Background: an optimization exercise with open tools, aiming at small area. Do not read the settings as production practice.
Function was checked by simulation only, so behaviour that the tests miss may differ from the original.
Power figures rest on the tool's default switching activity, not on a simulated workload.

==> branch cedar: inputs <==
## pcie_app_7x
module  pcie_app_7x#(
   parameter C_DATA_WIDTH = 128,             
   parameter KEEP_WIDTH = C_DATA_WIDTH / 8  ,              
   parameter REM_WIDTH  = (C_DATA_WIDTH == 128) ? 2 : 1  
)(
  input                         user_clk,
  input                         user_reset,
  input                         user_lnk_up, 
  input  [5:0]                  tx_buf_av,
  input                         tx_cfg_req,
  input                         tx_err_drop,
  output                        tx_cfg_gnt,
  input                         s_axis_tx_tready,
  output  [C_DATA_WIDTH-1:0]    s_axis_tx_tdata,
  output  [KEEP_WIDTH-1:0]      s_axis_tx_tkeep,
  output  [3:0]                 s_axis_tx_tuser,
  output                        s_axis_tx_tlast,
  output                        s_axis_tx_tvalid, 
  output                        rx_np_ok,
  output                        rx_np_req,
  input  [C_DATA_WIDTH-1:0]     m_axis_rx_tdata,
  input  [KEEP_WIDTH-1:0]       m_axis_rx_tkeep,
  input                         m_axis_rx_tlast,
  input                         m_axis_rx_tvalid,
  output                        m_axis_rx_tready,
  input    [21:0]               m_axis_rx_tuser,
  input  [11:0]                 fc_cpld,
  input  [7:0]                  fc_cplh,
  input  [11:0]                 fc_npd,
  input  [7:0]                  fc_nph,
  input  [11:0]                 fc_pd,
  input  [7:0]                  fc_ph,
  output [2:0]                  fc_sel,  
  input  [31:0]                 cfg_do,
  input                         cfg_rd_wr_done,
  output [31:0]                 cfg_di,
  output [3:0]                  cfg_byte_en,
  output [9:0]                  cfg_dwaddr,
  output                        cfg_wr_en,
  ...
==> flow/config.mk <==
export PLATFORM = sky130hd
export DESIGN_NAME = pcie_app_7x
export DESIGN_NICKNAME = pcie_app_7x
export VERILOG_FILES = /design/flow/design.v
export SDC_FILE = /design/flow/constraint.sdc
export NUM_CORES = 4
export LEC_CHECK = 0
export CAP_MARGIN = 20
export CORE_MARGIN = 2
export CORE_UTILIZATION = 50
export SLEW_MARGIN = 20
==> flow/constraint.sdc <==
create_clock -name core_clock -period 10.0 [get_ports {user_clk}]
set_input_delay 2.0000 -clock core_clock [delete_from_list [all_inputs] [get_ports {user_clk}]]
set_output_delay 2.0000 -clock core_clock [all_outputs]
set_load 0.01 [all_outputs]
standard.sh (not shown) runs the stock make flow with config.mk's settings and CLKGATE_MAP_FILE= SYNTH_SCRIPT=/design/flow/synth_recipe.tcl, a recipe that flattens the netlist after the stock synthesis.
==> flow/flow/run.sh <==
#!/bin/bash
# The standard layout (standard.sh) with these changes:
#  - synthesis: synth_recipe.tcl unchanged, but ABC maps with an area script
#    (flow/abc_area.script) instead of ORFS's delay script;
#  - input/output port buffers use the smallest buffer (buf_1); the resizer
#    still upsizes any that need it;
#  - clock tree synthesis without dummy loads, with larger sink clusters
#    driven by clkbuf_8;
#  - constant outputs keep the tie cells of synthesis (no per-load tie copies).
# Each step's full output goes to a log file in this folder; ORFS also keeps
# its per-step logs under orfs/logs.
set -euo pipefail
here=$(pwd)
export AREA_ABC_SCRIPT="$here/flow/abc_area.script"
export FLOW_SYNTH_TCL="$here/synth_recipe.tcl"
export BUFFER_PORTS_ARGS="-buffer_cell sky130_fd_sc_hd__buf_1"
export SKIP_REPAIR_TIE_FANOUT=1
export CTS_ARGS="-sink_clustering_enable -sink_clustering_size 14 -sink_clustering_max_diameter 60 -sink_clustering_buffer sky130_fd_sc_hd__clkbuf_8 -repair_clock_nets -dont_use_dummy_load -buf_list {sky130_fd_sc_hd__clkbuf_4 sky130_fd_sc_hd__clkbuf_8}"
# standard.sh with only the synthesis script swapped
sed "s#'\?SYNTH_SCRIPT=[^ ]*#SYNTH_SCRIPT=$here/flow/synth_area.tcl#" standard.sh > area_standard.sh
grep -q "SYNTH_SCRIPT=$here/flow/synth_area.tcl" area_standard.sh
bash area_standard.sh synth > synth_step.log 2>&1
bash area_standard.sh > layout_steps.log 2>&1
==> flow/flow/abc_area.script <==
strash
dc2
dch -f
map -a
mfs2
strash
dc2
dch -f
map -a
mfs2
strash
dch -f
map -a
topo
dnsize
==> flow/flow/synth_area.tcl <==
proc abc {args} {
  set i [lsearch -exact $args -script]
  if {$i >= 0} {
    lset args [expr {$i + 1}] $::env(AREA_ABC_SCRIPT)
  }
  yosys abc {*}$args
}
source $::env(FLOW_SYNTH_TCL)
==> branch amber (differences from branch cedar) <==
--- a/flow/design.v
+++ b/flow/design.v
@@ -1250,17 +1250,17 @@
                      FT_MWR  = 7'b1000000,
                      FT_CPL  = 7'b0001010,
                      FT_CPLD = 7'b1001010;
     reg [2:0]  state;
     reg [2:0]  strad_state;
     reg        prev_strad;           
     reg [6:0]  cpld_real_size;
     reg [6:0]  cpld_tlp_size;
-    reg        cpld_bc1;             
+    reg [11:0] cpld_tlp_bytecount;
     reg        mism_q;               
     wire [31:0] pat = {cpld_data_i[7:0], cpld_data_i[15:8], cpld_data_i[23:16], cpld_data_i[31:24]};
     wire [3:0]  eq  = {trn_rd[127:96] == pat, trn_rd[95:64] == pat,
                        trn_rd[63:32] == pat, trn_rd[31:0] == pat};
     wire v   = !trn_rsrc_rdy_n && !trn_rdst_rdy_n;
     wire sof = !trn_rsof_n;
     wire eof = !trn_reof_n;
     wire [1:0] rr = trn_rrem_n;
@@ -1361,17 +1361,17 @@
             ld_urtag_hi = 1'b1;
             if (sof) begin h_en = 1'b1; h_alt = 1'b1; end
             else n_state = S_RST;
           end
         end
         S_CPLD_STRAD: begin
           if (eof && !sof && v) begin
             n_state = S_RST;
-            if (!cpld_bc1 && rr != 2'b00) begin
+            if (cpld_tlp_bytecount != 12'd1 && rr != 2'b00) begin
               real_add = 1'b1; real_chk = 1'b1;
               real_k = (rr == 2'b10) ? 3'd1 : (rr == 2'b01) ? 3'd2 : 3'd3;
             end
           end else if (v && sof && eof) begin
             h_en = 1'b1;
             real_add = 1'b1; real_k = 3'd1; real_chk = 1'b1;
           end else if (v && !eof && !sof) begin
             real_add = 1'b1; real_k = 3'd3;
@@ -1424,17 +1424,17 @@
         req_len_o        <= 10'b0;
         cpl_ur_found_o   <= 8'b0;
         cpl_ur_tag_o     <= 8'b0;
         cpld_found_o     <= 32'b0;
         cpld_data_size_o <= 32'b0;
         cpld_malformed_o <= 1'b0;
         cpld_real_size   <= 7'b0;
         cpld_tlp_size    <= 7'b0;
-        cpld_bc1         <= 1'b0;
+        cpld_tlp_bytecount <= 12'b0;
         mism_q           <= 1'b0;
       end else begin
         trn_rdst_rdy_n <= n_rdst;
         req_compl_o    <= n_req_compl;
         wr_en_o        <= n_wr_en;
         if (st_ld)         state <= n_state;
         else if (init_rst_i) state <= S_RST;
         if (strad_ld)        strad_state <= n_strad;
@@ -1453,23 +1453,23 @@
           cpld_found_o     <= cpld_found_o + 1'b1;
           cpld_data_size_o <= cpld_data_size_o + acc_len;
         end else if (init_rst_i) begin
           cpld_found_o     <= 32'b0;
           cpld_data_size_o <= 32'b0;
         end
         if (cpld_hi) begin
           cpld_tlp_size      <= trn_rd[102:96];
-          cpld_bc1           <= bc1_hi;
+          cpld_tlp_bytecount <= trn_rd[75:64];
         end else if (h_cpldhd) begin
           cpld_tlp_size      <= trn_rd[38:32];
-          cpld_bc1           <= bc1_lo;
+          cpld_tlp_bytecount <= trn_rd[11:0];
         end else if (init_rst_i) begin
           cpld_tlp_size      <= 7'b0;
-          cpld_bc1           <= 1'b0;
+          cpld_tlp_bytecount <= 12'b0;
         end
         if (real_add)                    cpld_real_size <= real_sum;
         else if (hi_acc)                 cpld_real_size <= 7'd1;
         else if (h_acc || (h_cpldhd && h_alt)) cpld_real_size <= 7'd0;
         else if (init_rst_i)             cpld_real_size <= 7'b0;
         if (real_chk && cpld_tlp_size != real_sum) cpld_malformed_o <= 1'b1;
         else if (init_rst_i)                       cpld_malformed_o <= 1'b0;
         mism_q <= !trn_rsrc_rdy_n && (
@@ -1510,17 +1510,17 @@
       if (ld_wr_hi)   wr_data_o <= trn_rd[31:0];
       else if (ld_wd_hi) wr_data_o <= trn_rd[95:64];
     end
     always @(posedge clk) begin
       if (!rst_n)
         cpld_data_err_o <= 1'b0;
       else if (cpld_found_o == 32'b0 || init_rst_i)
         cpld_data_err_o <= 1'b0;
-      else if (mism_q && !cpld_bc1)
+      else if (mism_q && cpld_tlp_bytecount != 12'h1)
         cpld_data_err_o <= 1'b1;
     end
 endmodule
 `timescale 1ns/1ns
 module BMD_128_TX_ENGINE (
     input               clk,
     input               rst_n,
     output reg [127:0]  trn_td,
==> flow/flow/run.sh (replaced) <==
#!/bin/bash
set -euo pipefail
export BUFFER_PORTS_ARGS="-buffer_cell sky130_fd_sc_hd__buf_1"
export CTS_ARGS="-sink_clustering_enable -repair_clock_nets -dont_use_dummy_load -buf_list {sky130_fd_sc_hd__clkbuf_4 sky130_fd_sc_hd__clkbuf_8}"
bash standard.sh > standard_flow.log 2>&1
removed: flow/flow/abc_area.script
removed: flow/flow/synth_area.tcl
==> qor summary <==
                                                                            branch cedar                 branch amber
TritonCTS sink count                                                                1040                         1051
Net switching power of the design                                                1.80 mW                      1.99 mW
P_seq                                                                            4.31 mW                      4.36 mW
Area post-placement                                                           0.0582 mm²                   0.0631 mm²
Final weighted congestion in routability-driven placement                           1.07                         1.05
Final-layout fill cell count                                                       10600                        11500
Simple-gate area share of the yosys netlist                                        16.0%                        20.7%
Endpoint of the worst register-to-register path              BMD.BMD_EP.EP_TX.trn_td[29]  BMD.BMD_EP.EP_TX.trn_td[30]
Power attributed to combinational cells                                         0.336 mW                     0.356 mW
Setup slack at placement                                                         1.04 ns                      1.48 ns
Highest-delay cell along the critical path                     sky130_fd_sc_hd__clkinv_1     sky130_fd_sc_hd__o31ai_1
Hold depth                                                                             2                            1
Core ar.                                                                       0.109 mm²                    0.121 mm²
Sequential fraction of the synthesis area                                          42.6%                        38.9%
Clock distribution power                                                         2.46 mW                      3.29 mW
R2R Path Start                                             BMD.BMD_EP.EP_TX.compl_done_o    BMD.BMD_EP.EP_TX.state[0]
Final wirelength                                                               269000 µm                    299000 µm
Commonest non-fill, non-tap cell in the layout                 sky130_fd_sc_hd__clkinv_1     sky130_fd_sc_hd__nand2_1
Worst-case hold slack                                                           0.409 ns                     0.442 ns
Number of cells after detailed placement                                            8507                         8822
Wire length per cell after detailed routing                                      31.1 µm                      33.1 µm
Status                                                           complete, no violations      complete, no violations
Relative slew margins                                                              10.9%                        12.7%
Share of post-route cells with drive strength above 1                              4.71%                        7.28%
M1 GR Usage                                                                        59.8%                        62.7%
Detail Placement HPWL                                                          207000 µm                    221000 µm
Placement row count                                                                  121                          128

-- re-timing with driven ports --
Ports are ideal in the flow. The routed layouts listed here were re-timed in OpenROAD.
Step 1 sets driving cells, clkbuf_16 on the clock port and buf_2 on the other inputs (assumed; they add their load-dependent delay and slew).
Step 2 also shifts input and output timing later by t, the mid clock arrival at the registers, as if the neighbouring blocks saw the same clock.
Slacks: ideal / step 1 / step 2; pairs: ideal / step 1.
run	t, ns	slack for setup (ns)	worst data-port slew with drivers (ns)	cell pins on the clock port's net
branch cedar	0.873	1.418 / 1.418 / 0.768	0.33	1
branch amber	0.971	2.248 / 2.290 / 1.319	0.15	1
After both steps setup and hold are still met in every run listed. For branch amber, which loses most, drivers alone change the setup slack by +0.042 ns; drivers and shift together by -0.929 ns.
